Background: an optimization exercise with open tools, aiming at small area and a short achievable clock period. Do not read the settings as production practice. RTL that was checked went through simulation tests only; none was proved equivalent to the original. The RTL of run 1 was laid out without a check of its function. Power figures rest on the tool's default switching activity, not on a simulated workload. The clock port is modelled as an ideal driver; clocking choices that lean on that would not hold on a real chip.

<file path="run.sh">
#!/bin/bash
# synth_recipe.tcl (not shown) runs the flow's synth.tcl, then flattens the netlist and writes it again
# the make line also repeats each setting of config.mk as NAME=value (left out here)
make -C /OpenROAD-flow-scripts/flow DESIGN_CONFIG=/design/flow/config.mk WORK_HOME=/design/flow/orfs CLKGATE_MAP_FILE= SYNTH_SCRIPT=/design/flow/synth_recipe.tcl finish
</file>
<file path="config.mk">
export PLATFORM = sky130hd
export DESIGN_NAME = bist
export DESIGN_NICKNAME = bist
export VERILOG_FILES = /design/flow/design.v
export SDC_FILE = /design/flow/constraint.sdc
export NUM_CORES = 4
export LEC_CHECK = 0
export CAP_MARGIN = 20
export CORE_MARGIN = 2
export CORE_UTILIZATION = 40
export CTS_CLUSTER_DIAMETER = 100
export CTS_CLUSTER_SIZE = 30
export SETUP_SLACK_MARGIN = 2.5
export SLEW_MARGIN = 20
export SYNTH_HIERARCHICAL = 1
</file>
<file path="constraint.sdc">
create_clock -name core_clock -period 5.5 [get_ports {clk}]
set_input_delay 1.1000 -clock core_clock [delete_from_list [all_inputs] [get_ports {clk}]]
set_output_delay 1.1000 -clock core_clock [all_outputs]
set_load 0.01 [all_outputs]
</file>
<file path="design.v">
module mux2i_gate (
    input  logic s,
    input  logic a0,
    input  logic a1,
    output logic y
);
    assign y = ~(s ? a1 : a0);
endmodule
module inv_gate (
    input  logic a,
    output logic y
);
    assign y = ~a;
endmodule
module predecoder (
    input  logic       test,
    input  logic [6:0] k,          
    input  logic       csin,
    input  logic       rwbarin,
    input  logic [5:0] address,
    output logic       wrt,        
    output logic       wrn,        
    output logic       idle,       
    output logic [7:0] lo_n,       
    output logic [7:0] hir_n,      
    output logic [7:0] hiw_n       
);
    logic       rd, wr;
    logic [5:0] a, a_n;
    for (genvar i = 0; i < 6; i++) begin : g_a
        mux2i_gate m (.s(test), .a0(address[i]), .a1(k[i]), .y(a_n[i]));
        inv_gate   n (.a(a_n[i]), .y(a[i]));
    end
    rdwr rw (.test(test), .k6(k[6]), .csin(csin), .rwbarin(rwbarin),
             .rd(rd), .wr(wr), .wrt(wrt), .wrn(wrn), .idle(idle));
    for (genvar i = 0; i < 8; i++) begin : g_l
        nand3_gate l (
            .a(i[0] ? a[0] : a_n[0]),
            .b(i[1] ? a[1] : a_n[1]),
            .c(i[2] ? a[2] : a_n[2]),
            .y(lo_n[i])
        );
        nand4_gate r (
            .a(rd),
            .b(i[0] ? a[3] : a_n[3]),
            .c(i[1] ? a[4] : a_n[4]),
            .d(i[2] ? a[5] : a_n[5]),
            .y(hir_n[i])
        );
        nand4_gate w (
            .a(wr),
            .b(i[0] ? a[3] : a_n[3]),
            .c(i[1] ? a[4] : a_n[4]),
            .d(i[2] ? a[5] : a_n[5]),
            .y(hiw_n[i])
        );
    end
endmodule
module rdwr (
    input  logic test,
    input  logic k6,
    input  logic csin,
    input  logic rwbarin,
    output logic rd,
    output logic wr,
    output logic wrt,      
    output logic wrn,      
    output logic idle      
);
    assign rd   = test ? k6 : (csin & rwbarin);
    assign wrt  = test & ~k6;
    assign wrn  = ~test & csin & ~rwbarin;
    assign wr   = test ? ~k6 : (csin & ~rwbarin);
    assign idle = ~test & ~csin;
endmodule
module pattern (
    input  logic [2:0] k,
    output logic [7:0] pat
);
    always_comb begin
        case (k)
            3'd0: pat = 8'hAA;
            3'd1: pat = 8'h55;
            3'd2: pat = 8'hF0;
            3'd3: pat = 8'h0F;
            3'd4: pat = 8'h00;
            3'd5: pat = 8'hFF;
            3'd6: pat = 8'hCC;
            default: pat = 8'h33;
        endcase
    end
endmodule
module dinmux (
    input  logic       test,
    input  logic [7:0] pat,
    input  logic [7:0] datain,
    output logic [7:0] din
);
    assign din = test ? pat : datain;
endmodule
module decoder (
    input  logic [7:0]  lo_n,
    input  logic [7:0]  hir_n,
    input  logic [7:0]  hiw_n,
    output logic [63:0] rsel,      
    output logic [63:0] we         
);
    for (genvar w = 0; w < 64; w++) begin : g_w
        nor2_gate u_r (.a(hir_n[w / 8]), .b(lo_n[w % 8]), .y(rsel[w]));
        nor2_gate u_w (.a(hiw_n[w / 8]), .b(lo_n[w % 8]), .y(we[w]));
    end
endmodule
module aoi222_gate (
    input  logic a1, a2, b1, b2, c1, c2,
    output logic y
);
    assign y = ~((a1 & a2) | (b1 & b2) | (c1 & c2));
endmodule
module aoi22_gate (
    input  logic a1, a2, b1, b2,
    output logic y
);
    assign y = ~((a1 & a2) | (b1 & b2));
endmodule
module nand4_gate (
    input  logic a, b, c, d,
    output logic y
);
    assign y = ~(a & b & c & d);
endmodule
module nand3_gate (
    input  logic a, b, c,
    output logic y
);
    assign y = ~(a & b & c);
endmodule
module nand2_gate (
    input  logic a, b,
    output logic y
);
    assign y = ~(a & b);
endmodule
module nor3_gate (
    input  logic a, b, c,
    output logic y
);
    assign y = ~(a | b | c);
endmodule
module nor2_gate (
    input  logic a,
    input  logic b,
    output logic y
);
    assign y = ~(a | b);
endmodule
module multiplexer #(
    parameter AOI3 = 1
) (
    input  logic [63:0] d,
    input  logic [63:0] rsel,
    input  logic        pat,
    input  logic        wrt,
    input  logic        datain,
    input  logic        wrn,
    input  logic        q,
    input  logic        idle,
    output logic        out
);
    logic [66:0] s, v;
    assign s = {idle, wrn, wrt, rsel};
    assign v = {q, datain, pat, d};
    if (AOI3) begin : g_aoi3
        logic [22:0] t;      
        for (genvar i = 0; i < 22; i++) begin : g_t
            aoi222_gate u (
                .a1(s[3*i]),   .a2(v[3*i]),
                .b1(s[3*i+1]), .b2(v[3*i+1]),
                .c1(s[3*i+2]), .c2(v[3*i+2]),
                .y(t[i])
            );
        end
        nand2_gate g_t22 (.a(s[66]), .b(v[66]), .y(t[22]));
        logic [5:0] u;       
        for (genvar i = 0; i < 5; i++) begin : g_u
            nand4_gate g (.a(t[4*i]), .b(t[4*i+1]), .c(t[4*i+2]), .d(t[4*i+3]), .y(u[i]));
        end
        nand3_gate g_u5 (.a(t[20]), .b(t[21]), .c(t[22]), .y(u[5]));
        logic [2:0] x;       
        for (genvar i = 0; i < 3; i++) begin : g_x
            nor2_gate g (.a(u[2*i]), .b(u[2*i+1]), .y(x[i]));
        end
        nand3_gate g_out (.a(x[0]), .b(x[1]), .c(x[2]), .y(out));
    end else begin : g_aoi2
        logic [33:0] t;      
        for (genvar i = 0; i < 33; i++) begin : g_t
            aoi22_gate u (
                .a1(s[2*i]),   .a2(v[2*i]),
                .b1(s[2*i+1]), .b2(v[2*i+1]),
                .y(t[i])
            );
        end
        nand2_gate g_t33 (.a(s[66]), .b(v[66]), .y(t[33]));
        logic [8:0] u;       
        for (genvar i = 0; i < 8; i++) begin : g_u
            nand4_gate g (.a(t[4*i]), .b(t[4*i+1]), .c(t[4*i+2]), .d(t[4*i+3]), .y(u[i]));
        end
        nand2_gate g_u8 (.a(t[32]), .b(t[33]), .y(u[8]));
        logic [2:0] x;       
        for (genvar i = 0; i < 3; i++) begin : g_x
            nor3_gate g (.a(u[3*i]), .b(u[3*i+1]), .c(u[3*i+2]), .y(x[i]));
        end
        nand3_gate g_out (.a(x[0]), .b(x[1]), .c(x[2]), .y(out));
    end
endmodule
module dout_gate (
    input  logic t,
    input  logic n,
    input  logic csin,
    input  logic rwbarin,
    output logic y
);
    assign y = t | (n & csin & rwbarin);
endmodule
module bist #(
    parameter size   = 6,
    parameter length = 8,
    parameter AOI3   = 0       
) (
    input  logic             clk,
    input  logic             rst,
    input  logic             start,
    input  logic             csin,
    input  logic             rwbarin,
    input  logic             opr,
    input  logic [size-1:0]  address,
    input  logic [length-1:0] datain,
    output logic [length-1:0] dataout,
    output logic              fail
);
    logic       test;
    logic [9:0] k;
    always_ff @(posedge clk) begin
        if (rst)
            test <= 1'b0;
        else if (!test)
            test <= start;
        else if (&k)
            test <= 1'b0;
        k <= test ? k + 10'd1 : 10'd0;
    end
    logic [7:0] pat;
    pattern pgen (.k(k[9:7]), .pat(pat));
    logic        wrt, wrn, idle;
    logic [7:0]  lo_n, hir_n, hiw_n;
    logic [63:0] rsel, we;
    logic [7:0]  din;
    predecoder pdec (
        .test    (test),
        .k       (k[6:0]),
        .csin    (csin),
        .rwbarin (rwbarin),
        .address (address),
        .wrt     (wrt),
        .wrn     (wrn),
        .idle    (idle),
        .lo_n    (lo_n),
        .hir_n   (hir_n),
        .hiw_n   (hiw_n)
    );
    decoder dec (
        .lo_n  (lo_n),
        .hir_n (hir_n),
        .hiw_n (hiw_n),
        .rsel  (rsel),
        .we    (we)
    );
    dinmux dmux (.test(test), .pat(pat), .datain(datain), .din(din));
    logic [7:0] mem [0:63];
    always_ff @(posedge clk)
        for (int w = 0; w < 64; w++)
            if (we[w])
                mem[w] <= din;
    logic [7:0] rdata, rdata_nx;
    for (genvar b = 0; b < 8; b++) begin : g_rd
        logic [63:0] col;
        for (genvar w = 0; w < 64; w++) begin : g_w
            assign col[w] = mem[w][b];
        end
        multiplexer #(.AOI3(AOI3)) mux (
            .d    (col),
            .rsel (rsel),
            .pat    (pat[b]),
            .wrt    (wrt),
            .datain (datain[b]),
            .wrn    (wrn),
            .q    (rdata[b]),
            .idle (idle),
            .out  (rdata_nx[b])
        );
    end
    always_ff @(posedge clk)
        rdata <= rdata_nx;
    logic [7:0] rdata_t, rdata_n;
    assign rdata_t = rdata & {8{test & k[6]}};
    assign rdata_n = rdata & {8{~test}};
    for (genvar b = 0; b < 8; b++) begin : g_out
        dout_gate u (.t(rdata_t[b]), .n(rdata_n[b]), .csin(csin), .rwbarin(rwbarin),
                     .y(dataout[b]));
    end
    always_ff @(posedge clk)
        fail <= test && k[6] && opr && (rdata != pat);
endmodule
</file>
==> run summary, run 1 <==
status=finished clean; CP Buf/Inv Count=3; I/O pins=29; First DRT Iteration DRCs=1322; final setup violation count=0; gp weighted congestion=0.864; CP cell instances=clkdlybuf4s50_1 -> mux2i_4 -> inv_4 -> nand3_4 -> buf_4 -> nor2_4 -> a22oi_2 -> nand4_1 -> nor3_2 -> nand3_1; Initial Util=40.5%; total grt overflow=0; CP endpoint kind=register; ys async rst share=0%; power per cell area=281 nW/um^2; Syn Area/Cell=18.1 um^2; fin nets=1299; Final Cycle Share=56.5%; Main synth FF type=edfxtp_1; kind of critical path=primary input to register; Layout fillers=4435; router iterations before antenna repair=6; Core Util, Final=46.1%; Clock Power Share=27.8%; area leader, netlist=edfxtp_1; H-tree depth=1; flop and latch count out of synthesis=532; Rows=84; maximum achievable frequency=322 MHz; Setup WS pre-CTS=0.939 ns; Max FO, Critical Path=8; CTS Buf Count=21; Routed Antenna Nets=0; register area share after synthesis=74.1%; Post-synth top cells=edfxtp_1, a22oi_2, nor2_1, nand4_1, nor3_2; clk_skew=0.0206 ns; Synth area leaders=edfxtp_1, a22oi_2, nand4_1; synth warn=9; Worst Tran Pin Value=0.919 ns; share of cells above drive strength 1=39.9%; Final Worst Setup Slack=2.39 ns; global-route wire length before repair=79300 um; wire per inst=27.3 um; CP Data Required Time=5.93 ns; diode count=0; worst r2r src=test$_SDFF_PP0_; die width=235 um; Hold Path Class=register to register; Post-synth EDFFs=512; switch share=21.6%; gr usage total=19.1%; pins over their slew limit=0; worst hold start=k[6]$_SDFF_PN0_; via-per-instance ratio=5.92; RSZ-0062 raised after global routing=true; Worst Setup Start Kind=primary input; Setup TNS=0 ns; register area=15800 um^2; syn_nets=1199; switching power=1.48 mW; Crit path arrival time=3.54 ns; final hold vios=0; routed vias=11.7k; Netlist cell types=33; hold_ws=0.582 ns; relative slew slack=38.8%; # DRC=0; Sink Count=532; Clk pin slew, worst setup/hold paths=0.11 ns; Worst Hold Depth=2; Core Region=52700 um^2; count leader, synth=edfxtp_1; CP max stage cell=clkdlybuf4s50_1; Root Buffer Master=clkbuf_16; port bufs=28; largest net degree at the start of global routing=65; Clock Path Buffers=3; Leak=6.80 nW; peak supply drop=0.185 mV; Sequential Power Share=66.3%; fin crit period=3.11 ns; design internal power=5.35 mW; Worst-Skew Late Latency=0.56 ns; Worst R2R Setup Slack=2.44 ns; Mapped Cells=1178; CTS tree=built; Top Family by Delay on Critical Path=simple AND/OR/NAND/NOR gates; Logic pwr share=5.9%; Max Cap Viol=0; reg-to-reg critical path endpoint=mem[45][3]$_DFFE_PP_; Reg2Reg Depth=5; die height=235 um; vias in the first global route=11.4k; initial antenna violation count=0; hold endpoint=fail$_DFF_P_; P&R area growth vs syn=13.9%; dpl hpwl=34400 um; Synth top area share=72.2%; post-synthesis instance area=21300 um^2; area taken by multi-input logic gates=6150 um^2; Detailed Route WL=54000 um; Die Area=55100 um^2; CP max stage delay=0.44 ns
[layout by cell type, fill, tap and decap left out, drive strengths merged]
cell type	netlist	layout
nand4	83	83
and3	8	8
a31o	8	8
mux2	8	8
nand3	20	20
nor2b	10	10
xnor2	6	6
or4	1	1
xor2	12	12
dfxtp	20	20
nor4	2	2
or3	3	3
ha	1	1
o21ai	4	4
clkdlybuf4s50	0	18
a22oi	264	264
edfxtp	512	512
nand2	21	21
a21oi	5	5
buf	2	57
nor2	135	135
inv	9	10
nor3b	1	1
dlymetal6s2s	0	1
or2	1	1
and2	1	1
o31ai	1	1
nor3	27	27
clkbuf	4	36
mux2i	7	7
nand2b	2	2
dlygate4sd2	0	7
[per-layer routing]
layer | GRT usage [%] | vias up | routed length (um)
li1 | - | 5086 | -
met1 | 28.3 | 6119 | 24000
met2 | 30.7 | 467 | 25600
met3 | 2.09 | 57 | 3470
met4 | 4.03 | 0 | 1030
met5 | 0 | - | 0
[cell families (layout without fill, tap and decap cells)]
| group | after synthesis | count (layout) | synth area share, % |
|---|---|---|---|
| AO/OA/AOI/OAI | 282 | 282 | 16.1 |
| buffers and inverters | 15 | 129 | 0.335 |
| flip-flops | 532 | 532 | 74.1 |
| adder cells (fa/ha/maj) | 1 | 1 | 0.0587 |
| multiplexers | 15 | 15 | 0.893 |
| XOR/XNOR | 18 | 18 | 0.775 |
| AND/OR/NAND/NOR | 315 | 315 | 7.81 |
[worst reg2reg max path: stages, from the launching register on]
cell     delay [ns]
dfxtp_4        0.44
buf_12         0.20
nor2b_4        0.37
or2_1          0.39
nand4_1        0.58
nor2_1         0.73
[power groups by stage]
stage / Clock, mW / Sequential, mW / Combinational [mW]
6_report: 1.90 / 4.53 / 0.401
4_1_cts: 1.93 / 4.53 / 0.380
3_3_place_gp: 0 / 4.62 / 0.310
5_1_grt: 2.07 / 4.53 / 0.421
2_1_floorplan: 0 / 4.60 / 0.162
3_5_place_dp: 0 / 4.62 / 0.315
[worst max-delay path by stage]
stage	start	slack [ns]	cells past startpoint	endpoint
floorplan	csin	2.50	4	mem[0][0]$_DFFE_PP_
finish	address[0]	2.39	10	rdata[0]$_DFF_P_
detailed placement	rwbarin	0.94	9	rdata[0]$_DFF_P_
global placement	rwbarin	0.98	9	rdata[0]$_DFF_P_
global route	test$_SDFF_PP0_	2.33	5	mem[35][5]$_DFFE_PP_
CTS	address[1]	2.42	10	rdata[0]$_DFF_P_
[stage by stage]
step                area (um^2)  cells  power [mW]
finish                    24300   1980        6.83
global route              24300   1980        7.02
CTS                       24000   1973        6.84
detailed placement        22700   1900        4.94
global placement          22700   1900        4.93
floorplan                 21500   1178        4.76
[cell type report]
cell class | instances | area share [%]
Clock buffer | 36 | 2.40
Sequential cell | 532 | 65.0
Clock inverter | 1 | 0.0361
Tap cell | 688 | 3.55
Multi-Input combinational cell | 631 | 25.4
Inverter | 9 | 0.170
Timing Repair Buffer | 83 | 3.45
[per-module statistics from Yosys, one instance, submodules excluded, excerpt]
module / cell area (um^2) / cells inside / flops+latches / copies in the design
bist: 16200 / 601 / 532 / 1
dinmux: 131 / 9 / 0 / 1
pattern: 104 / 13 / 0 / 1
rdwr: 48.8 / 7 / 0 / 1
aoi22_gate: 12.5 / 1 / 0 / 264
mux2i_gate: 10.0 / 1 / 0 / 6
nor3_gate: 10.0 / 1 / 0 / 24
dout_gate: 8.76 / 1 / 0 / 8
nand4_gate: 6.26 / 1 / 0 / 80
nand3_gate: 5.00 / 1 / 0 / 16
inv_gate: 3.75 / 1 / 0 / 6
nand2_gate: 3.75 / 1 / 0 / 16
nor2_gate: 3.75 / 1 / 0 / 128
[repair_timing]
| item | in CTS | in global routing |
|---|---|---|
| hold buffers | 0 | 0 |
| buffers inserted | 36 | 7 |
| resized for setup | 144 | 54 |
| pin swaps | 23 | 16 |
| endpoints found under the setup margin | 528 | 208 |
[flip-flops by register name, summed over array words and instances (netlist names)]
name / cells
k: 10
mem: 512
rdata: 8
test: 1
fail: 1
==> run 2, diff against run 1 <==
--- a/design.v
+++ b/design.v
@@ -225,5 +225,5 @@
     parameter size   = 6,
     parameter length = 8,
-    parameter AOI3   = 0       
+    parameter AOI3   = 1       
 ) (
     input  logic             clk,
--- a/config.mk
+++ b/config.mk
@@ -8,7 +8,8 @@
 export CAP_MARGIN = 20
 export CORE_MARGIN = 2
-export CORE_UTILIZATION = 40
+export CORE_UTILIZATION = 60
 export CTS_CLUSTER_DIAMETER = 100
 export CTS_CLUSTER_SIZE = 30
+export PLACE_DENSITY = 0.8
 export SETUP_SLACK_MARGIN = 2.5
 export SLEW_MARGIN = 20
==> run 2 against run 1 <==
Effect of this change:
- synthesized cell count down 9.5%
- non-clock buffer count up 63
- fmax down 1.1%
- count of clock-buffer cells in the layout down 2
- global-route usage up 9.5 points
- core utilization up 25 points
- critical endpoint is now rdata[1]$_DFF_P_
==> run summary, run 2 <==
Sequential Power Share=66.2% (about the same); Main synth FF type=edfxtp_1; status=finished clean; CTS Buf Count=21 (unchanged); Netlist cell types=32 (-3.0%); P&R area growth vs syn=16.5%; register with the most flip-flops=mem; area taken by multi-input logic gates=4310 um^2 (-30%); Sink Count=532 (unchanged); share of cells above drive strength 1=24.4% (-16 points); routed vias=12.8k (+8.8%); Max Cap Viol=0 (unchanged); Hold-fix buffers, CTS=0 (unchanged); # DRC=0 (unchanged); reg-to-reg critical path endpoint=rdata[1]$_DFF_P_; clk_skew=0.0213 ns (+0.000684 ns); design internal power=5.37 mW (+0.48%); largest net degree at the start of global routing=65 (unchanged); worst hold start=k[0]$_SDFF_PN0_; die height=184 um (-22%); area leader, netlist=edfxtp_1; worst r2r src=test$_SDFF_PP0_; XOR/XNOR Fraction of Synth Area=0.848% (+0.073 points); pins over their slew limit=0 (unchanged); CP Data Required Time=5.95 ns (+0.02 ns); count leader, synth=edfxtp_1; relative slew slack=43.0% (+4.2 points); Worst R2R Setup Slack=2.48 ns (+0.04 ns); Die Area=33900 um^2 (-38%); post-synthesis instance area=19500 um^2 (-8.6%); fin nets=1251 (-3.7%); Worst Setup Start Kind=primary input; max reg flops=512 (unchanged); design area=22700 um^2 (-6.6%); Clock Path Buffers=3 (unchanged); Core Region=31700 um^2 (-40%); I/O pins=29 (unchanged); Clk pin slew, worst setup/hold paths=0.12 ns (about the same); First DRT Iteration DRCs=3269 (+150%); register area share after synthesis=81.0% (+7.0 points); Detailed Route WL=53100 um (-1.8%); Root Buffer Master=clkbuf_16; Rows=65 (-23%); largest family of logic cells by synthesized area=compound AO/OA/AOI/OAI gates; Layout fillers=1737 (-61%); global-route wire length before repair=71900 um (-9.3%); power per cell area=301 nW/um^2 (+7.2%); H-tree depth=1 (unchanged); CTS tree=built; die width=184 um (-22%); maximum achievable frequency=318 MHz (-1.1%); syn_nets=1087 (-9.3%); final hold vios=0 (unchanged); Syn Area/Cell=18.3 um^2 (+1.0%); Logic pwr share=6.6% (+0.7 points); Post-synth top cells=edfxtp_1, a222oi_1, nor2_1, nand4_1, nand3_1; Hold Path Class=register to register; peak supply drop=0.250 mV (+35%); port bufs=28 (unchanged); gr usage total=28.7% (+9.5 points); fin crit period=3.14 ns (+0.0360 ns); synth warn=9 (unchanged); Synth top area share=79.0% (+6.8 points); Post-synth EDFFs=512 (unchanged); CP endpoint kind=register; commonest non-fill, non-tap cells in the layout=edfxtp_1, a222oi_1, buf_4; Final Cycle Share=57.2% (+0.65 points); total grt overflow=0 (unchanged); router iterations before antenna repair=13 (+7); Setup TNS=0 ns (unchanged); Largest regs=mem x512, k x10, rdata x8; Reg2Reg Depth=13 (+8); Worst Tran Pin Value=0.855 ns (-0.0634 ns); Leak=6.95 nW (+2.2%); via-per-instance ratio=7.76 (+31%); diode count=0 (unchanged); Initial Util=61.4% (+21 points); adder-cell area share of the yosys netlist=0.0643% (+0.0055 points); initial antenna violation count=0 (unchanged); post-synthesis simple-gate area fraction=7.05% (-0.76 points); ys async rst share=0% (unchanged); wire per inst=32.3 um (+18%); most common cell after layout, fill and taps aside=edfxtp_1; final setup violation count=0 (unchanged); Crit path arrival time=3.59 ns (+0.05 ns); Synth area leaders=edfxtp_1, a222oi_1, nor2_1; switching power=1.46 mW (-1.1%); flop and latch count out of synthesis=532 (unchanged); hold_ws=0.572 ns (-0.0101 ns); Worst-Skew Late Latency=0.56 ns (about the same); Clock Power Share=27.2% (-0.6 points); Compound-Gate Fraction of Synth Area=9.68% (-6.4 points); Worst Hold Depth=1 (-1); Mapped Cells=1066 (-9.5%); switch share=21.4% (-0.27 points); Max FO, Critical Path=8 (unchanged); DP Area=20300 um^2 (-10%); kind of critical path=primary input to register; register area=15800 um^2 (about the same); gp weighted congestion=1.03 (+19%); vias in the first global route=11.3k (-0.67%); dpl hpwl=29000 um (-16%); hold endpoint=k[0]$_SDFF_PN0_; Routed Antenna Nets=0 (unchanged); RSZ-0062 raised after global routing=true; post-synthesis mux area share=0.977% (+0.084 points)
run 2: final cells by class:
cell class	count	area share, %
clock inverter	2	0.0552
timing repair buffer	146	6.36
tap	402	2.22
clock buffer	34	2.53
inverter	9	0.232
sequential	532	69.6
multi-input combinational	520	19.0
run 2: what timing repair did:
item / CTS / global route
resized for setup: 216 / 51
setup buffers: 47 / 54
pin swaps: 53 / 51
setup endpoints to repair: 528 / 8
cloned: 0 / 3
run 2: cells by family (layout without fill, tap and decap cells):
family / after synthesis / after routing
compound gates: 194 / 194
xor+xnor: 18 / 18
fa+ha+maj: 1 / 1
buf+inv: 15 / 191
flops: 532 / 532
mux: 15 / 15
simple gates: 291 / 292
run 2: worst max path at each step:
stage,from,slack (ns),endpoint
6_report,address[3],2.36,rdata[1]$_DFF_P_
3_3_place_gp,rwbarin,0.43,rdata[5]$_DFF_P_
4_1_cts,address[0],2.50,rdata[7]$_DFF_P_
5_1_grt,address[2],2.32,rdata[5]$_DFF_P_
3_5_place_dp,address[5],0.83,rdata[7]$_DFF_P_
2_1_floorplan,address[5],2.64,rdata[0]$_DFF_P_
run 2: power by group through the flow:
stage	Clock [mW]	Combinational, mW	Sequential, mW
3_5_place_dp	0	0.278	4.61
3_3_place_gp	0	0.270	4.61
4_1_cts	1.85	0.348	4.52
2_1_floorplan	0	0.143	4.60
5_1_grt	2.00	0.457	4.53
6_report	1.86	0.449	4.52
run 2: layer usage:
layer	global-route usage [%]	routed length, um
met4	11.0	3100
met1	41.0	17700
met3	6.07	8450
met5	0	0
met2	44.2	23800
run 2: critical path: stages:
cell and delay, ns:
dlygate4sd2_1 0.23, mux2i_1 0.12, buf_4 0.18, clkinvlp_4 0.17
buf_4 0.18, nand4_1 0.06, buf_4 0.17, buf_4 0.14
nor2_1 0.13, a222oi_1 0.45, nand3_1 0.20, nor2_2 0.31
nand3_1 0.14
run 2: metrics by stage:
stage	utilization (%)	power, mW	setup WS, ns	cells
final	71.5	6.83	2.36	1645
after global placement	64.1	4.88	0.434	1505
after CTS	69.4	6.72	2.50	1588
after detailed placement	64.1	4.89	0.827	1505
after floorplan	-	4.74	2.64	1066
after global routing	71.5	6.98	2.32	1645
run 2: modules after synthesis, one instance, submodules excluded, a selection:
module / cells / flip-flops and latches / times used / area, um^2
bist: 601 / 532 / 1 / 16200
rdwr: 7 / 0 / 1 / 48.8
mux2i_gate: 1 / 0 / 6 / 10.0
dout_gate: 1 / 0 / 8 / 8.76
nand4_gate: 1 / 0 / 56 / 6.26
nand3_gate: 1 / 0 / 24 / 5.00
inv_gate: 1 / 0 / 6 / 3.75
==> run 3, diff against run 2 <==
--- a/config.mk
+++ b/config.mk
@@ -12,5 +12,5 @@
 export CTS_CLUSTER_SIZE = 30
 export PLACE_DENSITY = 0.8
-export SETUP_SLACK_MARGIN = 2.5
+export SETUP_SLACK_MARGIN = 2.7
 export SLEW_MARGIN = 20
 export SYNTH_HIERARCHICAL = 1
==> run 3 against run 2 <==
Effect of this change:
- total power is 0.29% lower
- largest cell class unchanged
- non-clock buffer count is 11 lower
- still clean
- routed wire length is 3.0% lower
- count of clock-buffer cells in the layout is 2 higher
- largest power group unchanged
==> run summary, run 3 <==
status=finished clean; initial antenna violation count=0 (unchanged); largest net degree at the start of global routing=65 (unchanged); Initial Util=61.4% (unchanged); Clk pin slew, worst setup/hold paths=0.12 ns (about the same); Hold Path Class=register to register; total grt overflow=0 (unchanged); maximum achievable frequency=327 MHz (+2.9%); count leader, synth=edfxtp_1; register with the most flip-flops=mem; Rows=65 (unchanged); final hold vios=0 (unchanged); gr usage total=29.1% (+0.39 points); via-per-instance ratio=7.67 (-1.1%); I/O pins=29 (unchanged); area leader, netlist=edfxtp_1; most common cell after layout, fill and taps aside=edfxtp_1; Core Util, Final=70.7% (-0.82 points); First DRT Iteration DRCs=3026 (-7.4%); post-synthesis instance area=19500 um^2 (unchanged); # DRC=0 (unchanged); Synth top area share=79.0% (unchanged); routed vias=12.5k (-1.7%); port bufs=28 (unchanged); CTS tree=built; Largest regs=mem x512, k x10, rdata x8; vias in the first global route=11.4k (+0.39%); fin nets=1240 (-0.88%); clk_skew=0.0191 ns (-0.00227 ns); Worst-Skew Late Latency=0.56 ns (about the same); relative slew slack=43.6% (+0.59 points); Leak=6.85 nW (-1.4%); H-tree depth=1 (unchanged); max reg flops=512 (unchanged); diode count=0 (unchanged); Mapped Cells=1066 (unchanged); die height=184 um (unchanged); kind of critical path=register to register; Setup TNS=0 ns (unchanged); Max FO, Critical Path=8 (unchanged); Layout fillers=1778 (+2.4%); Worst Setup Start Kind=register; Die Area=33900 um^2 (unchanged); Final Cycle Share=55.6% (-1.6 points); pins over their slew limit=0 (unchanged); final setup violation count=0 (unchanged); dpl hpwl=28000 um (-3.4%); Netlist cell types=32 (unchanged); Max Cap Viol=0 (unchanged); gp weighted congestion=0.866 (-16%); Hold-fix buffers, CTS=0 (unchanged); power per cell area=304 nW/um^2 (+0.87%); RSZ-0062 raised after global routing=true; Sink Count=532 (unchanged); share of cells above drive strength 1=24.1% (-0.31 points); CP Data Required Time=5.93 ns (-0.02 ns); Routed Antenna Nets=0 (unchanged); Root Buffer Master=clkbuf_16; Crit path arrival time=3.49 ns (-0.10 ns); Tot Pwr=6.82 mW (-0.29%); synth warn=9 (unchanged); Syn Area/Cell=18.3 um^2 (unchanged); global-route wire length before repair=72500 um (+0.81%); commonest non-fill, non-tap cells in the layout=edfxtp_1, a222oi_1, nor2_2; Worst Tran Pin Value=0.846 ns (-0.00884 ns); CP endpoint kind=register; syn_nets=1087 (unchanged); Core Region=31700 um^2 (unchanged); P&R area growth vs syn=15.1%; router iterations before antenna repair=9 (-4); flop and latch count out of synthesis=532 (unchanged); Clock Path Buffers=3 (unchanged); wire per inst=31.5 um (-2.5%); CTS Buf Count=21 (unchanged); Post-synth EDFFs=512 (unchanged); Main synth FF type=edfxtp_1; register area share after synthesis=81.0% (unchanged); die width=184 um (unchanged); ys async rst share=0% (unchanged); Synth area leaders=edfxtp_1, a222oi_1, nor2_1; Post-synth top cells=edfxtp_1, a222oi_1, nor2_1, nand4_1, nand3_1; peak supply drop=0.238 mV (-5.1%); fin crit period=3.06 ns (-0.0876 ns); Detailed Route WL=51500 um (-3.0%)
==> run 3: critical path, stage by stage (launching register included) <==
cell        delay [ns]
dfxtp_4           0.38
buf_12            0.13
buf_16            0.12
mux2i_4           0.28
clkinvlp_4        0.18
buf_4             0.18
nand3_4           0.20
buf_4             0.17
nor2_2            0.09
a222oi_1          0.46
nand4_1           0.26
nor2_1            0.36
nand3_2           0.12
==> run 3: cell families (layout without fill, tap and decap cells) <==
logic type | Yosys count | count (layout) | share of synthesized area (%)
XOR/XNOR | 18 | 18 | 0.848
buffers and inverters | 15 | 182 | 0.366
multiplexers | 15 | 15 | 0.977
adder cells (fa/ha/maj) | 1 | 1 | 0.0642
flip-flops | 532 | 532 | 81.0
AO/OA/AOI/OAI | 194 | 194 | 9.68
AND/OR/NAND/NOR | 291 | 292 | 7.05
==> run 3: cell type report <==
type	count	area, um^2	share of cell area (%)
clock buffer	36	582	2.60
clock inverter	2	17.5	0.0781
inverter	9	41.3	0.184
multi-input combinational	520	4210	18.8
sequential	532	15800	70.4
tap	402	503	2.24
timing repair buffer	135	1280	5.70
==> run 3: final timing paths <==
path,cells past startpoint,start,end,slack [ns]
min reg2reg,1,k[0]$_SDFF_PN0_,k[0]$_SDFF_PN0_,0.55
max,12,test$_SDFF_PP0_,rdata[1]$_DFF_P_,2.44
min,1,k[0]$_SDFF_PN0_,k[0]$_SDFF_PN0_,0.55
max reg2reg,12,test$_SDFF_PP0_,rdata[1]$_DFF_P_,2.44
==> run 3: power by group <==
group / internal [mW] / switching (mW)
logic: 0.139 / 0.285
clock network: 0.741 / 1.13
registers: 4.49 / 0.0296
==> run 3: modules after synthesis, one instance, submodules excluded, a selection <==
| module | flip-flops and latches | copies in the design |
|---|---|---|
| nor2_gate | 0 | 152 |
| pattern | 0 | 1 |
| nand2_gate | 0 | 8 |
| nand3_gate | 0 | 24 |
| bist | 532 | 1 |
| nand4_gate | 0 | 56 |
| inv_gate | 0 | 6 |
| rdwr | 0 | 1 |
| mux2i_gate | 0 | 6 |
| dout_gate | 0 | 8 |
| dinmux | 0 | 1 |
| aoi222_gate | 0 | 176 |
==> run 3: through the flow <==
stage	cell area (um^2)	std cells	setup slack [ns]	hold slack, ns
6_report	22400	1636	2.44	0.550
5_1_grt	22400	1636	2.45	0.585
4_1_cts	22100	1603	2.47	0.541
3_5_place_dp	20300	1505	1.07	0.489
3_3_place_gp	20300	1505	1.19	0.471
2_1_floorplan	19500	1066	2.72	0.451
==> run 3: metal layers <==
| layer | vias to the layer above | track usage, % | part of all wire (%) |
|---|---|---|---|
| met2 | 1230 | 45.6 | 46 |
| met4 | 0 | 9.92 | 5.5 |
| met5 | - | 0 | 0 |
| li1 | 4975 | - | - |
| met3 | 244 | 6.84 | 14 |
| met1 | 6099 | 40.8 | 34 |
==> run 3: what timing repair did <==
| action | CTS | global route |
|---|---|---|
| resized for setup | 206 | 48 |
| endpoints found under the setup margin | 528 | 357 |
| setup buffers | 58 | 33 |
| gates cloned | 2 | 0 |
| pin swaps | 69 | 57 |
==> run 4, diff against run 3 <==
--- a/config.mk
+++ b/config.mk
@@ -8,8 +8,7 @@
 export CAP_MARGIN = 20
 export CORE_MARGIN = 2
-export CORE_UTILIZATION = 60
+export CORE_UTILIZATION = 40
 export CTS_CLUSTER_DIAMETER = 100
 export CTS_CLUSTER_SIZE = 30
-export PLACE_DENSITY = 0.8
 export SETUP_SLACK_MARGIN = 2.7
 export SLEW_MARGIN = 20
==> run 4 against run 3 <==
Effect of this change:
- still clean
- combinational power up 3%
- non-clock buffer count up 15
- worst setup slack better by 0.19 ns
- register-to-register slack better by 0.19 ns
- critical path depth unchanged
- clock power about the same
- sequential power about the same
- largest power group unchanged
==> run summary, run 4 <==
status=finished clean; Tot Pwr=6.83 mW (+0.19%); Syn Area/Cell=18.3 um^2 (unchanged); dpl hpwl=29500 um (+5.5%); router iterations before antenna repair=9 (unchanged); initial antenna violation count=0 (unchanged); die height=225 um (+22%); share of cells above drive strength 1=24.9% (+0.87 points); max reg flops=512 (unchanged); Leak=6.94 nW (+1.3%); area leader, netlist=edfxtp_1; Worst-Skew Late Latency=0.57 ns (about the same); Detailed Route WL=50900 um (-1.1%); wire per inst=27.4 um (-13%); fin nets=1254 (+1.1%); Post-synth EDFFs=512 (unchanged); Worst Tran Pin Value=0.877 ns (+0.0309 ns); fin crit period=2.87 ns (-0.188 ns); Largest regs=mem x512, k x10, rdata x8; RSZ-0062 raised after global routing=true; Inst Count DP=1719 (+14%); register with the most flip-flops=mem; CP cell instances=buf_12 -> buf_6 -> mux2i_4 -> buf_4 -> buf_4 -> nand3_4 -> buf_8 -> nor2_2 -> a222oi_1 -> nand4_1 -> nor2_2 -> nand3_1; Clock Path Buffers=3 (unchanged); syn_nets=1087 (unchanged); Final Cycle Share=52.2% (-3.4 points); CTS Buf Count=21 (unchanged); flop and latch count out of synthesis=532 (unchanged); design internal power=5.37 mW (about the same); kind of critical path=register to register; switch share=21.3% (+0.10 points); maximum achievable frequency=349 MHz (+6.5%); Sequential Power Share=66.2% (about the same); final setup violation count=0 (unchanged); First DRT Iteration DRCs=2023 (-33%); CP endpoint kind=register; Crit path arrival time=3.32 ns (-0.17 ns); via-per-instance ratio=6.33 (-17%); gp weighted congestion=0.860 (-0.69%); pins over their slew limit=0 (unchanged); Clock Power Share=27.4% (about the same); die width=225 um (+22%); global-route wire length before repair=74000 um (+2.1%); switching power=1.45 mW (+0.68%); Worst Setup Start Kind=register; register area share after synthesis=81.0% (unchanged); gr usage total=19.9% (-9.2 points); synth warn=9 (unchanged); Sink Count=532 (unchanged); H-tree depth=1 (unchanged); peak supply drop=0.184 mV (-23%); Synth top area share=79.0% (unchanged); Hold Path Class=register to register; fin cells=1862 (+14%); Die Area=50500 um^2 (+49%); P&R area growth vs syn=17.2%; Synth area leaders=edfxtp_1, a222oi_1, nor2_1; port bufs=28 (unchanged); commonest non-fill, non-tap cells in the layout=edfxtp_1, a222oi_1, buf_4; relative slew slack=41.5% (-2.1 points); CP max stage delay=0.51 ns (+0.05 ns); Mapped Cells=1066 (unchanged); Logic pwr share=6.4% (+0.2 points); Rows=80 (+23%); final hold vios=0 (unchanged); clk_skew=0.0150 ns (-0.00401 ns); CP Data Required Time=5.95 ns (+0.02 ns); CP max stage cell=a222oi_1; most common cell after layout, fill and taps aside=edfxtp_1; power per cell area=299 nW/um^2 (-1.6%); Root Buffer Master=clkbuf_16; Initial Util=40.7% (-21 points); Worst R2R Setup Slack=2.63 ns (+0.19 ns); Max Cap Viol=0 (unchanged); Routed Antenna Nets=0 (unchanged); hold_ws=0.535 ns (-0.0150 ns); Setup TNS=0 ns (unchanged); worst hold start=k[0]$_SDFF_PN0_; total grt overflow=0 (unchanged); routed vias=11.8k (-6.1%); I/O pins=29 (unchanged); diode count=0 (unchanged); CTS tree=built; worst r2r src=test$_SDFF_PP0_; Core Region=47800 um^2 (+51%); count leader, synth=edfxtp_1; ys async rst share=0% (unchanged); # DRC=0 (unchanged); Main synth FF type=edfxtp_1; largest net degree at the start of global routing=65 (unchanged); Clk pin slew, worst setup/hold paths=0.11 ns (about the same); post-synthesis instance area=19500 um^2 (unchanged); vias in the first global route=11.2k (-1.7%); CP startpoint=test$_SDFF_PP0_; Post-synth top cells=edfxtp_1, a222oi_1, nor2_1, nand4_1, nand3_1; Max FO, Critical Path=8 (unchanged); Netlist cell types=32 (unchanged)
## run 4: path summary, 6_finish.rpt
check	endpoint	cells after the start
setup / recovery	rdata[7]$_DFF_P_	12
setup reg to reg	rdata[7]$_DFF_P_	12
hold / removal	k[0]$_SDFF_PN0_	1
hold reg to reg	k[0]$_SDFF_PN0_	1
## run 4: cell families after synthesis
logic type / Yosys count / share of synthesized area, %
fa+ha+maj: 1 / 0.0642
mux: 15 / 0.977
simple gates: 291 / 7.05
compound gates: 194 / 9.68
buf+inv: 15 / 0.366
xor+xnor: 18 / 0.848
flops: 532 / 81.0
## run 4: per-module statistics from Yosys, one instance, submodules excluded, excerpt
module	area (um^2)	times used	flip-flops and latches	cells inside
aoi222_gate	10.0	176	0	1
bist	16200	1	532	601
dinmux	131	1	0	9
dout_gate	8.76	8	0	1
inv_gate	3.75	6	0	1
mux2i_gate	10.0	6	0	1
nand2_gate	3.75	8	0	1
nand3_gate	5.00	24	0	1
nand4_gate	6.26	56	0	1
nor2_gate	3.75	152	0	1
pattern	104	1	0	13
rdwr	48.8	1	0	7
## run 4: critical path: cells and delay by family (launching register included)
kind	cells	cell delay, ns
mux	1	0.20
buf+inv	5	0.74
simple gates	5	0.90
flops	1	0.38
compound gates	1	0.51
## run 4: power groups by stage
stage,combinational (mW),clock (mW),sequential [mW]
4_1_cts,0.408,1.91,4.52
5_1_grt,0.454,2.04,4.52
3_5_place_dp,0.290,0,4.62
6_report,0.434,1.87,4.52
3_3_place_gp,0.287,0,4.62
2_1_floorplan,0.144,0,4.60
## run 4: per-layer routing
metal  routed length, um  vias up  global-route usage [%]
li1                    -     4998                       -
met1               20700     6039                    28.9
met2               23800      671                    31.2
met3                4920       78                    2.72
met4                1500        0                    6.41
met5                   0        -                       0
## run 4: repair_timing
item,CTS,global route
cloned,2,0
gates resized for setup,244,32
buffers inserted,80,24
hold buffers,0,0
setup endpoints to repair,528,433
pin swaps,74,53
## run 4: layout make-up
class | count | area (um^2)
fill | 3982 | 25000
sequential | 532 | 15800
multi-input combinational | 519 | 4220
timing repair buffer | 150 | 1410
tap | 615 | 769
clock buffer | 35 | 578
inverter | 9 | 47.5
clock inverter | 2 | 12.5
## run 4: per-stage QoR
step | area [um^2] | setup slack [ns] | util, %
floorplan | 19500 | 2.72 | -
global placement | 20600 | 1.04 | 43.1
detailed placement | 20600 | 0.946 | 43.1
CTS | 22600 | 2.71 | 47.1
global route | 22800 | 2.55 | 47.7
finish | 22800 | 2.63 | 47.7
==> run 5, diff against run 4 <==
--- a/config.mk
+++ b/config.mk
@@ -11,5 +11,5 @@
 export CTS_CLUSTER_DIAMETER = 100
 export CTS_CLUSTER_SIZE = 30
-export SETUP_SLACK_MARGIN = 2.7
+export SETUP_SLACK_MARGIN = 2.5
 export SLEW_MARGIN = 20
 export SYNTH_HIERARCHICAL = 1
==> run 5 against run 4 <==
Effect of this change:
- design area decreased by 1.6%
- first-iteration DRC count is 12% higher
- sequential power is essentially flat
- clock skew up 0.022 ns
- critical path type is now primary input to register
- sequential cell count unchanged
- non-clock buffer count fell by 44
- die area unchanged
- largest cell class unchanged
- critical path depth fell by 2
- worst setup slack got worse by 0.069 ns
==> run summary, run 5 <==
Post-synth EDFFs=512 (unchanged); count leader, synth=edfxtp_1; Routed Antenna Nets=0 (unchanged); CP endpoint kind=register; port bufs=28 (unchanged); Worst R2R Setup Slack=2.62 ns (about the same); Core Region=47800 um^2 (unchanged); register area=15800 um^2 (about the same); share of cells above drive strength 1=21.7% (-3.3 points); synth warn=9 (unchanged); die width=225 um (unchanged); DP Area=20600 um^2 (-0.21%); Hold-fix buffers, CTS=0 (unchanged); Mapped Cells=1066 (unchanged); register area share after synthesis=81.0% (unchanged); Rows=80 (unchanged); pins over their slew limit=0 (unchanged); fin cells=1811 (-2.7%); Worst Setup Start Kind=primary input; CTS Buf Count=21 (unchanged); ys async rst share=0% (unchanged); die height=225 um (unchanged); area taken by multi-input logic gates=4190 um^2 (-0.74%); power per cell area=302 nW/um^2 (+1.0%); Max FO, Critical Path=8 (unchanged); Worst Tran Pin Value=0.874 ns (-0.00363 ns); final hold vios=0 (unchanged); Root Buffer Master=clkbuf_16; gr usage total=19.7% (-0.15 points); Initial Util=40.7% (unchanged); diode count=0 (unchanged); fin crit period=2.94 ns (+0.0686 ns); # DRC=0 (unchanged); Syn Area/Cell=18.3 um^2 (unchanged); largest net degree at the start of global routing=65 (unchanged); routed vias=11.7k (-0.48%); commonest non-fill, non-tap cells in the layout=edfxtp_1, a222oi_1, nor2_2; CTS tree=built; total grt overflow=0 (unchanged); Layout fillers=3994 (+0.30%); global-route wire length before repair=73600 um (-0.58%); max reg flops=512 (unchanged); Inst Count DP=1715 (-0.23%); peak supply drop=0.184 mV (about the same); wire per inst=28.1 um (+2.7%); Clock Path Buffers=3 (unchanged); Worst-Skew Late Latency=0.58 ns (about the same); Setup TNS=0 ns (unchanged); worst hold start=k[0]$_SDFF_PN0_; dpl hpwl=31300 um (+5.9%); design area=22400 um^2 (-1.6%); vias in the first global route=11.1k (-0.43%); via-per-instance ratio=6.48 (+2.3%); fin nets=1210 (-3.5%); syn_nets=1087 (unchanged); H-tree depth=1 (unchanged); Main synth FF type=edfxtp_1; CP startpoint=address[1]; Netlist cell types=32 (unchanged); register with the most flip-flops=mem; Hold Path Class=register to register; status=finished clean; Clk pin slew, worst setup/hold paths=0.12 ns (about the same); final setup violation count=0 (unchanged); I/O pins=29 (unchanged); router iterations before antenna repair=9 (unchanged); Synth area leaders=edfxtp_1, a222oi_1, nor2_1; clk_skew=0.0373 ns (+0.0223 ns); post-synthesis instance area=19500 um^2 (unchanged); kind of critical path=primary input to register; Synth top area share=79.0% (unchanged); relative slew slack=41.8% (+0.24 points); Die Area=50500 um^2 (unchanged); CP Data Required Time=5.96 ns (about the same); Sink Count=532 (unchanged); gp weighted congestion=0.896 (+4.3%); Max Cap Viol=0 (unchanged); worst r2r src=test$_SDFF_PP0_; initial antenna violation count=0 (unchanged); Detailed Route WL=50900 um (about the same); First DRT Iteration DRCs=2261 (+12%); Core Util, Final=46.9% (-0.78 points); Largest regs=mem x512, k x10, rdata x8; Crit path arrival time=3.40 ns (+0.08 ns); area leader, netlist=edfxtp_1; Leak=6.76 nW (-2.5%); most common cell after layout, fill and taps aside=edfxtp_1; Final Cycle Share=53.4% (+1.2 points); Post-synth top cells=edfxtp_1, a222oi_1, nor2_1, nand4_1, nand3_1; RSZ-0062 raised after global routing=false; P&R area growth vs syn=15.3%; maximum achievable frequency=340 MHz (-2.3%); flop and latch count out of synthesis=532 (unchanged)
run 5: cell counts after synthesis:
Identical to the previous run, type by type.
run 5: final cells by class:
cell class	instances	share of cell area, %
flip-flops and latches	532	70.3
clock buffers	29	2.47
inverters	9	0.195
clock inverters	1	0.0390
multi-input cells	519	18.7
repair buffers	106	4.88
well taps	615	3.43
run 5: logic make-up (layout without fill, tap and decap cells):
family	count (synthesis)	in the layout	synth area share (%)
AO/OA/AOI/OAI	194	194	9.68
XOR/XNOR	18	18	0.848
adder cells (fa/ha/maj)	1	1	0.0642
buffers and inverters	15	145	0.366
flip-flops	532	532	81.0
multiplexers	15	15	0.977
AND/OR/NAND/NOR	291	291	7.05
run 5: per-layer routing:
| metal | share of wire, % | vias up | global-route usage (%) | wire (um) |
|---|---|---|---|---|
| met2 | 47 | 729 | 31.3 | 23800 |
| met3 | 10 | 83 | 3.07 | 5140 |
| met4 | 2.9 | 0 | 5.58 | 1460 |
| met1 | 40 | 6009 | 28.5 | 20500 |
| li1 | - | 4909 | - | - |
| met5 | 0 | - | 0 | 0 |
run 5: final timing paths:
path	cells after the start	endpoint
max	10	rdata[4]$_DFF_P_
min	1	k[0]$_SDFF_PN0_
max reg2reg	11	rdata[4]$_DFF_P_
min reg2reg	1	k[0]$_SDFF_PN0_
run 5: through the flow:
step	power, mW	setup WS (ns)	hold WS, ns
floorplan	4.74	2.64	0.451
global placement	4.91	0.515	0.477
detailed placement	4.91	0.461	0.480
CTS	6.79	2.28	0.538
global route	6.98	2.51	0.574
finish	6.78	2.56	0.529
run 5: Yosys stat by module, one instance, submodules excluded, a selection:
| module | times used | cells inside | flops+latches | cell area (um^2) |
|---|---|---|---|---|
| bist | 1 | 601 | 532 | 16200 |
| nand2_gate | 8 | 1 | 0 | 3.75 |
| nand3_gate | 24 | 1 | 0 | 5.00 |
| mux2i_gate | 6 | 1 | 0 | 10.0 |
| rdwr | 1 | 7 | 0 | 48.8 |
| nand4_gate | 56 | 1 | 0 | 6.26 |
| aoi222_gate | 176 | 1 | 0 | 10.0 |
| nor2_gate | 152 | 1 | 0 | 3.75 |
| pattern | 1 | 13 | 0 | 104 |
| dout_gate | 8 | 1 | 0 | 8.76 |
| dinmux | 1 | 9 | 0 | 131 |
| inv_gate | 6 | 1 | 0 | 3.75 |
run 5: critical path, stage by stage:
cell           delay, ns
dlygate4sd2_1       0.26
mux2i_4             0.21
inv_2               0.15
nand3_4             0.10
buf_6               0.18
nor2_1              0.16
a222oi_1            0.58
nand4_1             0.28
nor2_4              0.25
nand3_2             0.10
run 5: timing repair:
item	in CTS	in global routing
gates cloned	1	0
setup buffers	50	15
resized for setup	190	46
setup endpoints to repair	528	224
endpoints found under the hold margin	0	0
pin swaps	41	17
run 5: where the power goes:
group	internal (mW)	leakage (nW)	switching (mW)
clock	0.719	0.273	1.13
combinational	0.128	1.72	0.276
sequential	4.49	4.77	0.0382
==> run 6, diff against run 5 <==
==> flow/run.sh (new file) <==
#!/bin/bash
# The standard layout (standard.sh), with plain buffers on the ports instead of
# the delay cells buffer_ports picks by default, and no dummy clock loads in CTS.
set -euo pipefail
export BUFFER_PORTS_ARGS="-buffer_cell sky130_fd_sc_hd__buf_2"
export CTS_ARGS="-sink_clustering_enable -repair_clock_nets -sink_clustering_size 30 -sink_clustering_max_diameter 100 -dont_use_dummy_load"
bash standard.sh > standard.log 2>&1
==> standard.sh (new file) <==
#!/bin/bash
# synth_recipe.tcl (not shown) runs the flow's synth.tcl, then flattens the netlist and writes it again
# the make line also repeats each setting of config.mk as NAME=value (left out here)
make -C /OpenROAD-flow-scripts/flow DESIGN_CONFIG=/design/flow/config.mk WORK_HOME=/design/flow/orfs CLKGATE_MAP_FILE= SYNTH_SCRIPT=/design/flow/synth_recipe.tcl "${@:-finish}"
removed: run.sh
==> run 6 against run 5 <==
Effect of this change:
- still clean
- sequential power is essentially flat
- design area fell by 2.9%
- fmax is 0.83% lower
- worst hold slack gained 0.027 ns
- non-clock buffer count fell by 21
- clock skew rose by 0.011 ns
- die area unchanged
- global-route usage fell by 0.39 points
- sequential share of layout area up 2.0 points
- critical path type unchanged
- largest power group unchanged
- critical path depth is the same
- clock power about the same
- area after synthesis did not move
==> run summary, run 6 <==
die height=225 um (unchanged); Root Buffer Master=clkbuf_16; port bufs=28 (unchanged); gr usage total=19.3% (-0.39 points); area leader, netlist=edfxtp_1; CP max stage cell=a222oi_1; Worst Tran Pin Value=0.865 ns (-0.00863 ns); Clock Path Buffers=3 (unchanged); max reg flops=512 (unchanged); Die Area=50500 um^2 (unchanged); Core Region=47800 um^2 (unchanged); Syn Area/Cell=18.3 um^2 (unchanged); Final Cycle Share=53.9% (+0.45 points); total grt overflow=0 (unchanged); commonest non-fill, non-tap cells in the layout=edfxtp_1, a222oi_1, nor2_1; power per cell area=308 nW/um^2 (+1.8%); Setup TNS=0 ns (unchanged); switching power=1.41 mW (-2.5%); gp weighted congestion=0.821 (-8.4%); post-synthesis instance area=19500 um^2 (unchanged); Netlist cell types=32 (unchanged); fin cells=1782 (-1.6%); CP Data Required Time=5.95 ns (about the same); dpl hpwl=31000 um (-1.0%); initial antenna violation count=0 (unchanged); H-tree depth=1 (unchanged); Worst Setup Start Kind=primary input; Hold Path Class=register to register; CP startpoint=address[1]; worst r2r src=test$_SDFF_PP0_; Mapped Cells=1066 (unchanged); most common cell after layout, fill and taps aside=edfxtp_1; Initial Util=40.7% (unchanged); CP cell instances=buf_2 -> mux2i_4 -> inv_2 -> nand3_4 -> buf_4 -> nor2_1 -> a222oi_1 -> nand4_1 -> nor2_1 -> nand3_1; # DRC=0 (unchanged); most used cell along the critical path=nor2_1; Max FO, Critical Path=8 (unchanged); CP Buf/Inv Count=3 (unchanged); RSZ-0062 raised after global routing=true; CTS tree=built; Rows=80 (unchanged); maximum achievable frequency=338 MHz (-0.83%); relative slew slack=42.3% (+0.58 points); global-route wire length before repair=72900 um (-0.97%); Core Util, Final=45.6% (-1.3 points); Sequential Power Share=67.5% (+0.7 points); register area share after synthesis=81.0% (unchanged); Inst Count DP=1720 (+0.29%); Crit path arrival time=3.41 ns (about the same); CP endpoint kind=register; Routed Antenna Nets=0 (unchanged); status=finished clean; final setup violation count=0 (unchanged); Setup WS pre-CTS=1.36 ns (+0.899 ns); Worst R2R Setup Slack=2.58 ns (-0.04 ns); pins over their slew limit=0 (unchanged); I/O pins=29 (unchanged); CP max stage delay=0.55 ns (-0.03 ns); Hold-fix buffers, CTS=0 (unchanged); Leak=6.51 nW (-3.8%); fin crit period=2.96 ns (+0.0246 ns); via-per-instance ratio=6.45 (-0.43%); design internal power=5.30 mW (-0.68%); Post-synth top cells=edfxtp_1, a222oi_1, nor2_1, nand4_1, nand3_1; Largest regs=mem x512, k x10, rdata x8; largest net degree at the start of global routing=65 (unchanged); register with the most flip-flops=mem; Worst-Skew Late Latency=0.56 ns (-0.02 ns); fin nets=1190 (-1.7%); flop and latch count out of synthesis=532 (unchanged); diode count=0 (unchanged); synth warn=9 (unchanged); reg-to-reg critical path endpoint=rdata[6]$_DFF_P_; Reg2Reg Depth=10 (-1); switch share=21.0% (-0.32 points); clk_skew=0.0482 ns (+0.0108 ns); Clk pin slew, worst setup/hold paths=0.11 ns (about the same); vias in the first global route=10.9k (-1.8%); router iterations before antenna repair=8 (-1); Clock Power Share=27.5% (+0.2 points); Sink Count=532 (unchanged); count leader, synth=edfxtp_1; kind of critical path=primary input to register; peak supply drop=0.221 mV (+20%); Max Cap Viol=0 (unchanged); hold_ws=0.556 ns (+0.0265 ns); First DRT Iteration DRCs=2102 (-7.0%); routed vias=11.5k (-2.0%); Synth top area share=79.0% (unchanged); Main synth FF type=edfxtp_1; Logic pwr share=5.1% (-0.9 points); Detailed Route WL=49700 um (-2.3%); Synth area leaders=edfxtp_1, a222oi_1, nor2_1; Final Worst Setup Slack=2.54 ns (-0.0246 ns); Post-synth EDFFs=512 (unchanged); wire per inst=27.9 um (-0.71%); CTS Buf Count=22 (+4.8%); Stages on worst setup path=10 (unchanged); syn_nets=1087 (unchanged); ys async rst share=0% (unchanged); die width=225 um (unchanged); CP Capture Point=rdata[1]$_DFF_P_; share of cells above drive strength 1=18.2% (-3.5 points); Top Family by Delay on Critical Path=simple AND/OR/NAND/NOR gates; final hold vios=0 (unchanged); P&R area growth vs syn=12.0%
run 6: worst min path at each step:
stage	slack (ns)	cells after the start	endpoint	start
2_1_floorplan	0.45	1	k[0]$_SDFF_PN0_	k[0]$_SDFF_PN0_
3_3_place_gp	0.50	1	k[0]$_SDFF_PN0_	k[0]$_SDFF_PN0_
3_5_place_dp	0.52	1	k[0]$_SDFF_PN0_	k[0]$_SDFF_PN0_
4_1_cts	0.56	1	k[0]$_SDFF_PN0_	k[0]$_SDFF_PN0_
5_1_grt	0.59	1	k[0]$_SDFF_PN0_	k[0]$_SDFF_PN0_
6_report	0.56	1	k[0]$_SDFF_PN0_	k[0]$_SDFF_PN0_
run 6: worst register-to-register path, cell delays in order, from the launching register on:
cell and delay, ns:
dfxtp_4 0.39, buf_8 0.19, mux2i_4 0.27, inv_1 0.16, nand3_2 0.24, buf_6 0.23, nor2_1 0.19, a222oi_1 0.58
nand4_1 0.27, nor2_4 0.21, nand3_1 0.11
run 6: cell families (layout without fill, tap and decap cells):
| family | after synthesis | after routing | share of synthesized area (%) |
|---|---|---|---|
| compound gates | 194 | 194 | 9.68 |
| xor+xnor | 18 | 18 | 0.848 |
| fa+ha+maj | 1 | 1 | 0.0642 |
| buf+inv | 15 | 116 | 0.366 |
| flops | 532 | 532 | 81.0 |
| mux | 15 | 15 | 0.977 |
| simple gates | 291 | 291 | 7.05 |
run 6: final cells by class:
cell class / count / area (um^2)
Clock buffer: 22 / 551
Fill cell: 4072 / 26000
Inverter: 9 / 37.5
Multi-Input combinational cell: 519 / 4040
Timing Repair Buffer: 85 / 628
Tap cell: 615 / 769
Sequential cell: 532 / 15800
run 6: Yosys stat by module, one instance, submodules excluded, a selection:
module       cell area [um^2]  flops+latches  cells  times used
nand2_gate               3.75              0      1           8
nand4_gate               6.26              0      1          56
rdwr                     48.8              0      7           1
nand3_gate               5.00              0      1          24
bist                    16200            532    601           1
pattern                   104              0     13           1
mux2i_gate               10.0              0      1           6
dinmux                    131              0      9           1
aoi222_gate              10.0              0      1         176
nor2_gate                3.75              0      1         152
inv_gate                 3.75              0      1           6
dout_gate                8.76              0      1           8
run 6: power by group through the flow:
stage | combinational, mW | sequential, mW | clock [mW]
after global placement | 0.275 | 4.62 | 0
after floorplan | 0.143 | 4.60 | 0
after detailed placement | 0.281 | 4.62 | 0
after CTS | 0.314 | 4.52 | 1.88
final | 0.339 | 4.53 | 1.84
after global routing | 0.358 | 4.53 | 2.01
run 6: layer usage:
layer / part of all wire, % / GRT usage (%) / vias up
met1: 42 / 28.9 / 6000
met4: 2.1 / 4.70 / 0
li1: - / - / 4846
met5: 0 / 0 / -
met3: 8.8 / 2.05 / 53
met2: 47 / 30.6 / 593
run 6: metrics by stage:
| stage | area, um^2 | power [mW] |
|---|---|---|
| 6_report | 21800 | 6.71 |
| 3_5_place_dp | 20500 | 4.90 |
| 4_1_cts | 21400 | 6.72 |
| 5_1_grt | 21800 | 6.90 |
| 2_1_floorplan | 19500 | 4.74 |
| 3_3_place_gp | 20500 | 4.89 |
run 6: timing repair:
item | in CTS | in global routing
setup buffers | 16 | 24
pin swaps | 17 | 26
resized for setup | 68 | 61
endpoints found under the setup margin | 528 | 354
==> run 7, diff against run 6 <==
--- a/design.v
+++ b/design.v
@@ -15,16 +15,10 @@
 module predecoder (
     input  logic       test,
-    input  logic [6:0] k,          
-    input  logic       csin,
-    input  logic       rwbarin,
+    input  logic [5:0] k,          
     input  logic [5:0] address,
-    output logic       wrt,        
-    output logic       wrn,        
-    output logic       idle,       
+    input  logic       en,
     output logic [7:0] lo_n,       
-    output logic [7:0] hir_n,      
-    output logic [7:0] hiw_n       
+    output logic [7:0] hi_n        
 );
-    logic       rd, wr;
     logic [5:0] a, a_n;
     for (genvar i = 0; i < 6; i++) begin : g_a
@@ -32,6 +26,4 @@
         inv_gate   n (.a(a_n[i]), .y(a[i]));
     end
-    rdwr rw (.test(test), .k6(k[6]), .csin(csin), .rwbarin(rwbarin),
-             .rd(rd), .wr(wr), .wrt(wrt), .wrn(wrn), .idle(idle));
     for (genvar i = 0; i < 8; i++) begin : g_l
         nand3_gate l (
@@ -41,17 +33,10 @@
             .y(lo_n[i])
         );
-        nand4_gate r (
-            .a(rd),
-            .b(i[0] ? a[3] : a_n[3]),
-            .c(i[1] ? a[4] : a_n[4]),
-            .d(i[2] ? a[5] : a_n[5]),
-            .y(hir_n[i])
-        );
-        nand4_gate w (
-            .a(wr),
+        nand4_gate h (
+            .a(en),
             .b(i[0] ? a[3] : a_n[3]),
             .c(i[1] ? a[4] : a_n[4]),
             .d(i[2] ? a[5] : a_n[5]),
-            .y(hiw_n[i])
+            .y(hi_n[i])
         );
     end
@@ -100,13 +85,26 @@
 endmodule
 module decoder (
-    input  logic [7:0]  lo_n,
-    input  logic [7:0]  hir_n,
-    input  logic [7:0]  hiw_n,
+    input  logic        test,
+    input  logic [6:0]  k,         
+    input  logic        csin,
+    input  logic        rwbarin,
+    input  logic [5:0]  address,
+    output logic        wrt,       
+    output logic        wrn,       
+    output logic        idle,      
     output logic [63:0] rsel,      
     output logic [63:0] we         
 );
+    logic       rd, wr;
+    logic [7:0] lor_n, low_n, hir_n, hiw_n;
+    rdwr rw (.test(test), .k6(k[6]), .csin(csin), .rwbarin(rwbarin),
+             .rd(rd), .wr(wr), .wrt(wrt), .wrn(wrn), .idle(idle));
+    predecoder pr (.test(test), .k(k[5:0]), .address(address), .en(rd),
+                   .lo_n(lor_n), .hi_n(hir_n));
+    predecoder pw (.test(test), .k(k[5:0]), .address(address), .en(wr),
+                   .lo_n(low_n), .hi_n(hiw_n));
     for (genvar w = 0; w < 64; w++) begin : g_w
-        nor2_gate u_r (.a(hir_n[w / 8]), .b(lo_n[w % 8]), .y(rsel[w]));
-        nor2_gate u_w (.a(hiw_n[w / 8]), .b(lo_n[w % 8]), .y(we[w]));
+        nor2_gate u_r (.a(hir_n[w / 8]), .b(lor_n[w % 8]), .y(rsel[w]));
+        nor2_gate u_w (.a(hiw_n[w / 8]), .b(low_n[w % 8]), .y(we[w]));
     end
 endmodule
@@ -252,8 +250,7 @@
     pattern pgen (.k(k[9:7]), .pat(pat));
     logic        wrt, wrn, idle;
-    logic [7:0]  lo_n, hir_n, hiw_n;
     logic [63:0] rsel, we;
     logic [7:0]  din;
-    predecoder pdec (
+    decoder dec (
         .test    (test),
         .k       (k[6:0]),
@@ -264,14 +261,6 @@
         .wrn     (wrn),
         .idle    (idle),
-        .lo_n    (lo_n),
-        .hir_n   (hir_n),
-        .hiw_n   (hiw_n)
-    );
-    decoder dec (
-        .lo_n  (lo_n),
-        .hir_n (hir_n),
-        .hiw_n (hiw_n),
-        .rsel  (rsel),
-        .we    (we)
+        .rsel    (rsel),
+        .we      (we)
     );
     dinmux dmux (.test(test), .pat(pat), .datain(datain), .din(din));
--- a/config.mk
+++ b/config.mk
@@ -9,7 +9,5 @@
 export CORE_MARGIN = 2
 export CORE_UTILIZATION = 40
-export CTS_CLUSTER_DIAMETER = 100
-export CTS_CLUSTER_SIZE = 30
-export SETUP_SLACK_MARGIN = 2.5
+export SETUP_SLACK_MARGIN = 2.7
 export SLEW_MARGIN = 20
 export SYNTH_HIERARCHICAL = 1
==> run 7 against run 6 <==
Effect of this change:
- combinational power grew 16%
- worst setup slack lost 0.037 ns
- synthesized cell count grew 1.9%
- clock power is essentially flat
- sequential share of layout area shrank 1.8 points
- core utilization grew 0.38 points
- largest power group unchanged
- final cell count grew 1.9%
- count of clock-buffer cells in the layout shrank 1
- area after synthesis grew 0.63%
- via count grew 1.8%
==> run summary, run 7 <==
status=finished clean; initial antenna violation count=0 (unchanged); Routed Antenna Nets=0 (unchanged); Mapped Cells=1086 (+1.9%); global-route wire length before repair=74100 um (+1.6%); ys async rst share=0% (unchanged); peak supply drop=0.208 mV (-5.7%); register with the most flip-flops=mem; fin crit period=3.00 ns (+0.0366 ns); Logic pwr share=5.8% (+0.7 points); final hold vios=0 (unchanged); gr usage total=19.9% (+0.52 points); Clock Path Buffers=3 (unchanged); most common cell after layout, fill and taps aside=edfxtp_1; P&R area growth vs syn=14.1%; syn_nets=1107 (+1.8%); Crit path arrival time=3.44 ns (+0.03 ns); switching power=1.42 mW (+1.1%); diode count=0 (unchanged); Largest regs=mem x512, k x10, rdata x8; area leader, netlist=edfxtp_1; switch share=21.2% (+0.20 points); Clk pin slew, worst setup/hold paths=0.12 ns (about the same); # DRC=0 (unchanged); Synth area leaders=edfxtp_1, a222oi_1, nor2_1; kind of critical path=register to register; Core Region=48600 um^2 (+1.7%); Setup WS pre-CTS=1.53 ns (+0.167 ns); Layout fillers=4070 (-0.049%); Die Area=50800 um^2 (+0.62%); design internal power=5.30 mW (-0.11%); dpl hpwl=31800 um (+2.7%); Inst Count DP=1733 (+0.76%); Root Buffer Master=clkbuf_16; final setup violation count=0 (unchanged); CP Data Required Time=5.94 ns (about the same); flop and latch count out of synthesis=532 (unchanged); Worst-Skew Late Latency=0.57 ns (about the same); largest net degree at the start of global routing=65 (unchanged); CTS tree=built; DP Area=20500 um^2 (+0.13%); router iterations before antenna repair=7 (-1); register area share after synthesis=80.5% (-0.51 points); synth warn=9 (unchanged); Post-synth EDFFs=512 (unchanged); vias in the first global route=10.9k (-0.44%); H-tree depth=1 (unchanged); pins over their slew limit=0 (unchanged); post-synthesis instance area=19600 um^2 (+0.63%); gp weighted congestion=0.858 (+4.5%); routed vias=11.7k (+1.8%); Detailed Route WL=52300 um (+5.1%); die width=225 um (+0.31%); Final Cycle Share=54.5% (+0.67 points); share of cells above drive strength 1=22.2% (+4.0 points); via-per-instance ratio=6.44 (about the same); register area=15800 um^2 (about the same); total grt overflow=0 (unchanged); fin nets=1216 (+2.2%); Worst Tran Pin Value=1.01 ns (+0.141 ns); Hold-fix buffers, CTS=0 (unchanged); Synth top area share=78.5% (-0.49 points); Initial Util=40.3% (-0.42 points); Max FO, Critical Path=8 (unchanged); Rows=81 (+1.3%); First DRT Iteration DRCs=2225 (+5.9%); die height=225 um (+0.31%); Main synth FF type=edfxtp_1; hold_ws=0.582 ns (+0.0259 ns); I/O pins=29 (unchanged); port bufs=28 (unchanged)
-- run 7: cells by family (layout without fill, tap and decap cells) --
family	count (synthesis)	after routing	share of synthesized area, %
and+or+nand+nor	299	299	7.21
adders and majority gates	1	1	0.0638
xor gates and xnor gates	18	18	0.843
AOI/OAI and AO/OA	194	194	9.62
DFF	532	532	80.5
muxes	21	21	1.28
buffers and inverters	21	128	0.479
-- run 7: repair_timing --
item,in CTS,in global routing
pin swaps,28,37
endpoints found under the setup margin,528,353
resized for setup,117,85
setup buffers,24,33
gates cloned,1,3
-- run 7: area by class of cell --
class,count,share of cell area (%)
tap,622,3.48
clock buffer,21,2.35
sequential,532,70.6
multi-input combinational,533,19.6
inverter,15,0.252
timing repair buffer,92,3.72
-- run 7: path summary, 6_finish.rpt --
path | endpoint | depth (start not counted) | start | slack (ns)
min | k[0]$_SDFF_PN0_ | 1 | k[0]$_SDFF_PN0_ | 0.58
max reg2reg | rdata[5]$_DFF_P_ | 13 | test$_SDFF_PP0_ | 2.50
min reg2reg | k[0]$_SDFF_PN0_ | 1 | k[0]$_SDFF_PN0_ | 0.58
max | rdata[5]$_DFF_P_ | 13 | test$_SDFF_PP0_ | 2.50
-- run 7: power groups by stage --
stage	Sequential, mW	Clock, mW	Combinational [mW]
5_1_grt	4.52	1.97	0.413
4_1_cts	4.52	1.84	0.334
6_report	4.52	1.81	0.393
2_1_floorplan	4.60	0	0.151
3_5_place_dp	4.61	0	0.285
3_3_place_gp	4.61	0	0.279
-- run 7: critical path, cell delays in order, from the launching register on --
cell and delay, ns:
dfxtp_4 0.39, buf_4 0.16, clkbuf_16 0.15, buf_6 0.12, mux2i_4 0.20, buf_6 0.15
nand4_1 0.09, buf_6 0.16, buf_6 0.11, nor2_4 0.06, a222oi_1 0.68, nand4_1 0.24
nor2_2 0.24, nand3_1 0.10
-- run 7: metal layers --
| metal | track usage (%) | wire length, um | vias up |
|---|---|---|---|
| li1 | - | - | 4924 |
| met4 | 5.87 | 1140 | 0 |
| met2 | 30.8 | 24600 | 697 |
| met3 | 2.76 | 4870 | 60 |
| met1 | 29.3 | 21700 | 6015 |
| met5 | 0 | 0 | - |
-- run 7: per-module statistics from Yosys (local to each module, per instance), a selection --
| module | copies in the design | cell area [um^2] |
|---|---|---|
| aoi222_gate | 176 | 10.0 |
| rdwr | 1 | 48.8 |
| dinmux | 1 | 131 |
| pattern | 1 | 104 |
| nand3_gate | 32 | 5.00 |
| nand4_gate | 56 | 6.26 |
| mux2i_gate | 12 | 10.0 |

afterwards: timing with drivers on the ports:
In the flow no input, the clock included, has a driving cell. The finished layouts below were timed again as built, in two steps. Step 1, drivers: a clkbuf_16 drives clk and a buf_2 each remaining input, both assumed. Step 2 also shifts input and output timing later by t, the mid clock arrival at the registers, as if the neighbouring blocks saw the same clock. Three values: ideal, step 1, step 2; two values: the first two.
run	t, ns	setup WS [ns]
run 1	0.610	2.392 / 2.421 / 1.811
run 2	0.600	2.356 / 2.383 / 1.783
run 3	0.599	2.443 / 2.443 / 1.881
run 4	0.611	2.631 / 2.600 / 2.040
run 5	0.611	2.562 / 2.523 / 1.970
run 6	0.597	2.538 / 2.564 / 1.967
run 7	0.604	2.501 / 2.501 / 1.940
After both steps every run listed still meets setup and hold.
